From an optimization exercise on the open Yosys and OpenROAD flow, aimed at small area; shortcuts taken in it are not production practice.
At most, simulation tests tie the RTL to the original design; equivalence was not proved.

==> inputs of job 9566 <==
Design Cordic, start of the top module:
module Cordic(clk,rst,phase_step,xin,yin,xout,yout);
input clk;
input rst;
input signed [31:0] phase_step;
input signed [15:0] xin,yin;
output signed [21:0] xout,yout;
reg [31:0] phase_acc;
always @(posedge clk) if (rst) phase_acc <= 32'd0; else phase_acc <= phase_acc + phase_step;
wire [15:0] nxin = -xin;
wire [15:0] nyin = -yin;
reg [21:0] X0, Y0;
reg [21:0] X1, Y1;
reg [21:0] X2, Y2;
reg [21:0] X3, Y3;
reg [21:0] X4, Y4;
reg [21:0] X5, Y5;
reg [21:0] X6, Y6;
reg [21:0] X7, Y7;
reg [21:0] X8, Y8;
reg [21:0] X9, Y9;
reg [21:0] X10, Y10;
reg [21:0] X11, Y11;
reg [21:0] X12, Y12;
reg [21:0] X13, Y13;
reg [21:0] X14, Y14;
reg [21:0] X15, Y15;
reg [21:0] X16, Y16;
reg [21:0] X17, Y17;
reg [21:0] X18, Y18;
reg [21:0] X19, Y19;
reg [21:0] X20, Y20;
reg [21:0] X21, Y21;
reg [30:0] Z0;
reg [29:0] Z1;
reg [29:0] Z2;
reg [28:0] Z3;
reg [27:0] Z4;
reg [26:0] Z5;
reg [25:0] Z6;
reg [24:0] Z7;
reg [23:0] Z8;
reg [22:0] Z9;
reg [21:0] Z10;
reg [20:0] Z11;
reg [19:0] Z12;
reg [18:0] Z13;
reg [17:0] Z14;
reg [16:0] Z15;
reg [15:0] Z16;
reg [14:0] Z17;
reg [13:0] Z18;
reg [12:0] Z19;
reg [11:0] Z20;
always @(posedge clk) begin
  case (phase_acc[31:30])
    2'b01: begin X0 <= {{6{nyin[15]}},nyin,5'd0}; Y0 <= {{6{xin[15]}},xin,5'd0}; end
    2'b10: begin X0 <= {{6{yin[15]}},yin,5'd0}; Y0 <= {{6{nxin[15]}},nxin,5'd0}; end
    default: begin X0 <= {{6{xin[15]}},xin,5'd0}; Y0 <= {{6{yin[15]}},yin,5'd0}; end
  endcase
  Z0 <= {phase_acc[31],phase_acc[29:0]};
end
wire d0 = Z0[30];
wire nd0 = ~d0;
  ...
clock: 5.0 ns
lec_check: 0
cap_margin: 20
core_margin: 2
core_utilization: 40
slew_margin: 20
synth_hierarchical: 1
synth_minimum_keep_size: 0
run.sh (not shown) runs the stock make flow with config.mk's settings and CLKGATE_MAP_FILE= SYNTH_SCRIPT=/design/flow/synth_recipe.tcl, a recipe that flattens the netlist after the stock synthesis.
==> inputs of job 1598, as changes to job 9566 <==
- CTS_BUF_LIST: default -> sky130_fd_sc_hd__clkbuf_4 sky130_fd_sc_hd__clkbuf_8
- CTS_CLUSTER_SIZE: default -> 40
==> run summary <==
Outcome: job 1598 no timing/DRC/antenna violations; job 9566 no timing/DRC/antenna violations
Via count of the first global-routing pass: job 1598 47,300; job 9566 46,500
Post-Route Hold Slack: job 1598 0.359 ns; job 9566 0.361 ns
Clock buffer count: job 1598 370; job 9566 226
Layout overhead on the synthesized area: job 1598 15.5%; job 9566 15.2%
Endpoint with the worst hold slack: job 1598 Z0[0]; job 9566 Z0[4]
GR met1 Demand/Resource: job 1598 0.131; job 9566 0.132
Plain + repair buffers: job 1598 295; job 9566 300
Proportion of cell area occupied by registers: job 1598 0.318; job 9566 0.319
Number of fillers in the final layout: job 1598 17,300; job 9566 17,300
Data arrival time of the critical path: job 1598 5.70 ns; job 9566 5.52 ns
Average via count per standard cell: job 1598 4.61; job 9566 4.63
Util after Layout: job 1598 0.464; job 9566 0.463
Count of cells resized by post-cts repair: job 1598 5; job 9566 6
Total length of routed met2 wires: job 1598 79,600 um; job 9566 79,200 um
Root Buffer Master: job 1598 sky130_fd_sc_hd__clkbuf_8; job 9566 sky130_fd_sc_hd__clkbuf_16
Finished Cell Area: job 1598 89,200 um2; job 9566 88,900 um2
Required time reported for the critical path endpoint: job 1598 5.82 ns; job 9566 5.67 ns
Setup crit start: job 1598 Z8[23]; job 9566 Z11[20]
Met3 Resource Use GR: job 1598 0.0242; job 9566 0.0237
Total wire length: job 1598 135,000 um; job 9566 134,000 um
Function was not checked in any run of this note: the RTL went through the layout flow alone.

* * *

==> run Y <==
Cordic, a different RTL version from the one above (not shown whole).
Settings: LEC_CHECK=0, CAP_MARGIN=20, CORE_MARGIN=2, CORE_UTILIZATION=70, CTS_CLUSTER_DIAMETER=80, CTS_CLUSTER_SIZE=25, SLEW_MARGIN=20, SYNTH_HIERARCHICAL=1, SYNTH_MINIMUM_KEEP_SIZE=0; clock period 5.0 ns.
==> run D: changes against run Y <==
==> flow/flow/run.sh (new file) <==
#!/bin/bash
# The standard layout (the standard.sh, standard synthesis) with two changes to how
# cells are sized: the synthesis buffers are removed at floorplan instead of running the
# floorplan-stage timing repair on the unplaced netlist, and after global routing cells on
# paths with positive slack are downsized again (RECOVER_POWER). ORFS writes each step's
# full log under orfs/logs; make's own output goes to flow_make.log here.
set -euo pipefail
bash standard.sh REMOVE_ABC_BUFFERS=1 RECOVER_POWER=100 finish > flow_make.log 2>&1
==> flow/standard.sh (new file) <==
#!/bin/bash
# synth_recipe.tcl (not shown) runs the flow's synth.tcl, then flattens the netlist and writes it again
# the make line also repeats each setting of config.mk as NAME=value (left out here)
make -C /OpenROAD-flow-scripts/flow DESIGN_CONFIG=/design/flow/config.mk WORK_HOME=/design/flow/orfs CLKGATE_MAP_FILE= SYNTH_SCRIPT=/design/flow/synth_recipe.tcl "${@:-finish}"
removed: flow/run.sh
==> comparison table <==
Critical path depth: run Y 15; run D 17
Worst slew margin relative to its limit: run Y 0.409; run D 0.393
Total routed wirelength: run Y 127000 um; run D 127000 um
Met1 layer wirelength in the final routing: run Y 54600 um; run D 58100 um
Synthesis-to-layout area growth: run Y 8.36%; run D 8.12%
DPL Wire Length: run Y 103000 um; run D 101000 um
Share of post-route cells with drive strength above 1: run Y 0.0743; run D 0.0680
Result of the run: run Y no timing/DRC/antenna violations; run D no timing/DRC/antenna violations
Via count of the first global-routing pass: run Y 41400; run D 42000
Met3 track demand over resource in global routing: run Y 0.0336; run D 0.0420
Reg-to-Reg End: run Y ZL9[20]; run D ZL2[28]
Layout clock buffers: run Y 84; run D 80
Final worst slack: run Y 128 ps; run D 128 ps
R2R setup slack: run Y 130 ps; run D 130 ps
Critical path startpoint: run Y ZL8[22]; run D ZL1[29]
WP data arrival: run Y 5410 ps; run D 5390 ps
Buffers excl. clock: run Y 267; run D 279
Layout filler cell count: run Y 6559; run D 6588

* * *

==> inputs of trial 82 <==
Cordic again, from the RTL that the note above started with.
clock: 5.0 ns
lec_check: 0
cap_margin: 20
core_margin: 2
core_utilization: 70
cts_cluster_diameter: 90
cts_cluster_size: 30
slew_margin: 20
synth_hierarchical: 1
synth_minimum_keep_size: 0
standard.sh (not shown) runs the stock make flow with config.mk's settings and CLKGATE_MAP_FILE= SYNTH_SCRIPT=/design/flow/synth_recipe.tcl, a recipe that flattens the netlist after the stock synthesis.
==> flow/flow/run.sh <==
#!/bin/bash
# The standard layout (the standard.sh, standard synthesis) with one change to how cells
# are sized: the synthesis buffers are removed at floorplan instead of running the
# floorplan-stage timing repair on the unplaced netlist. ORFS writes each step's full log
# under orfs/logs; make's own output goes to flow_make.log here.
set -euo pipefail
bash standard.sh REMOVE_ABC_BUFFERS=1 finish > flow_make.log 2>&1
==> build 13: changes against trial 82 <==
==> flow/flow/run.sh (replaced) <==
#!/bin/bash
# The standard layout (the standard.sh, standard synthesis) with two changes to how
# cells are sized: the synthesis buffers are removed at floorplan instead of running the
# floorplan-stage timing repair on the unplaced netlist, and after global routing cells on
# paths with positive slack are downsized again (RECOVER_POWER). ORFS writes each step's
# full log under orfs/logs; make's own output goes to flow_make.log here.
set -euo pipefail
bash standard.sh REMOVE_ABC_BUFFERS=1 RECOVER_POWER=100 finish > flow_make.log 2>&1
==> run summary <==
Run status: trial 82 finished clean; build 13 finished with violations
Violated checks: trial 82 -; build 13 max-capacitance violations, max-slew violations
Post-Route M1 WL: trial 82 58.01 mm; build 13 58.18 mm
Clock tree cell share of total cell area: trial 82 0.02188; build 13 0.02190
Total via count after detailed routing: trial 82 39.39k; build 13 39.32k
Fin Clk Skew: trial 82 0.02250 ns; build 13 0.02190 ns
Total area of multi-input combinational cells: trial 82 41220 um^2; build 13 41210 um^2
DRC violation total after the first TritonRoute iteration: trial 82 2047; build 13 1928
Total detailed-routing wirelength: trial 82 126.5 mm; build 13 126.4 mm
Slew at the pin closest to its max-slew limit: trial 82 0.8983 ns; build 13 1.970 ns
FF-to-FF setup slack: trial 82 0.13 ns; build 13 0.14 ns
Max-capacitance violation count: trial 82 0; build 13 1
Hold EP: trial 82 D20$_DFF_P_; build 13 ZL12[0]$_DFF_P_
Fraction of area in non-clock buffers: trial 82 0.03155; build 13 0.03064
Post-Layout Inst Area: trial 82 75660 um^2; build 13 75580 um^2

port drivers added, routing unchanged:
Ports are ideal in the flow. The routed layouts listed here were re-timed in OpenROAD. Step 1: set_driving_cell puts a clkbuf_16 on clk and a buf_2 on each other input, an assumption about the parent block. Step 2 also shifts input and output timing later by t, the mid clock arrival at the registers, as if the neighbouring blocks saw the same clock. Three values: ideal ports, drivers, drivers and shift; two values: the first two.
run | t (ns) | setup slack, ns | hold WS [ns] | slew at the worst register clock pin (ns)
job 9566 | 0.839 | 0.155 / 0.155 / 0.155 | 0.361 / 0.361 / 0.361 | 0.06 / 0.06
job 1598 | 1.010 | 0.123 / 0.123 / 0.123 | 0.359 / 0.359 / 0.359 | 0.07 / 0.07
run Y | 0.720 | 0.128 / 0.128 / -0.521 | 0.332 / 0.332 / 0.332 | 0.10 / 0.10
run D | 0.716 | 0.128 / 0.128 / -0.472 | 0.329 / 0.329 / 0.329 | 0.10 / 0.10
trial 82 | 0.758 | 0.132 / 0.132 / -0.554 | 0.333 / 0.333 / 0.333 | 0.11 / 0.11
build 13 | 0.760 | 0.137 / 0.137 / -0.563 | 0.332 / 0.332 / 0.332 | 0.11 / 0.11
The setup slack of build 13, which loses most, moves by 0.000 ns with the drivers and by -0.700 ns with both steps.
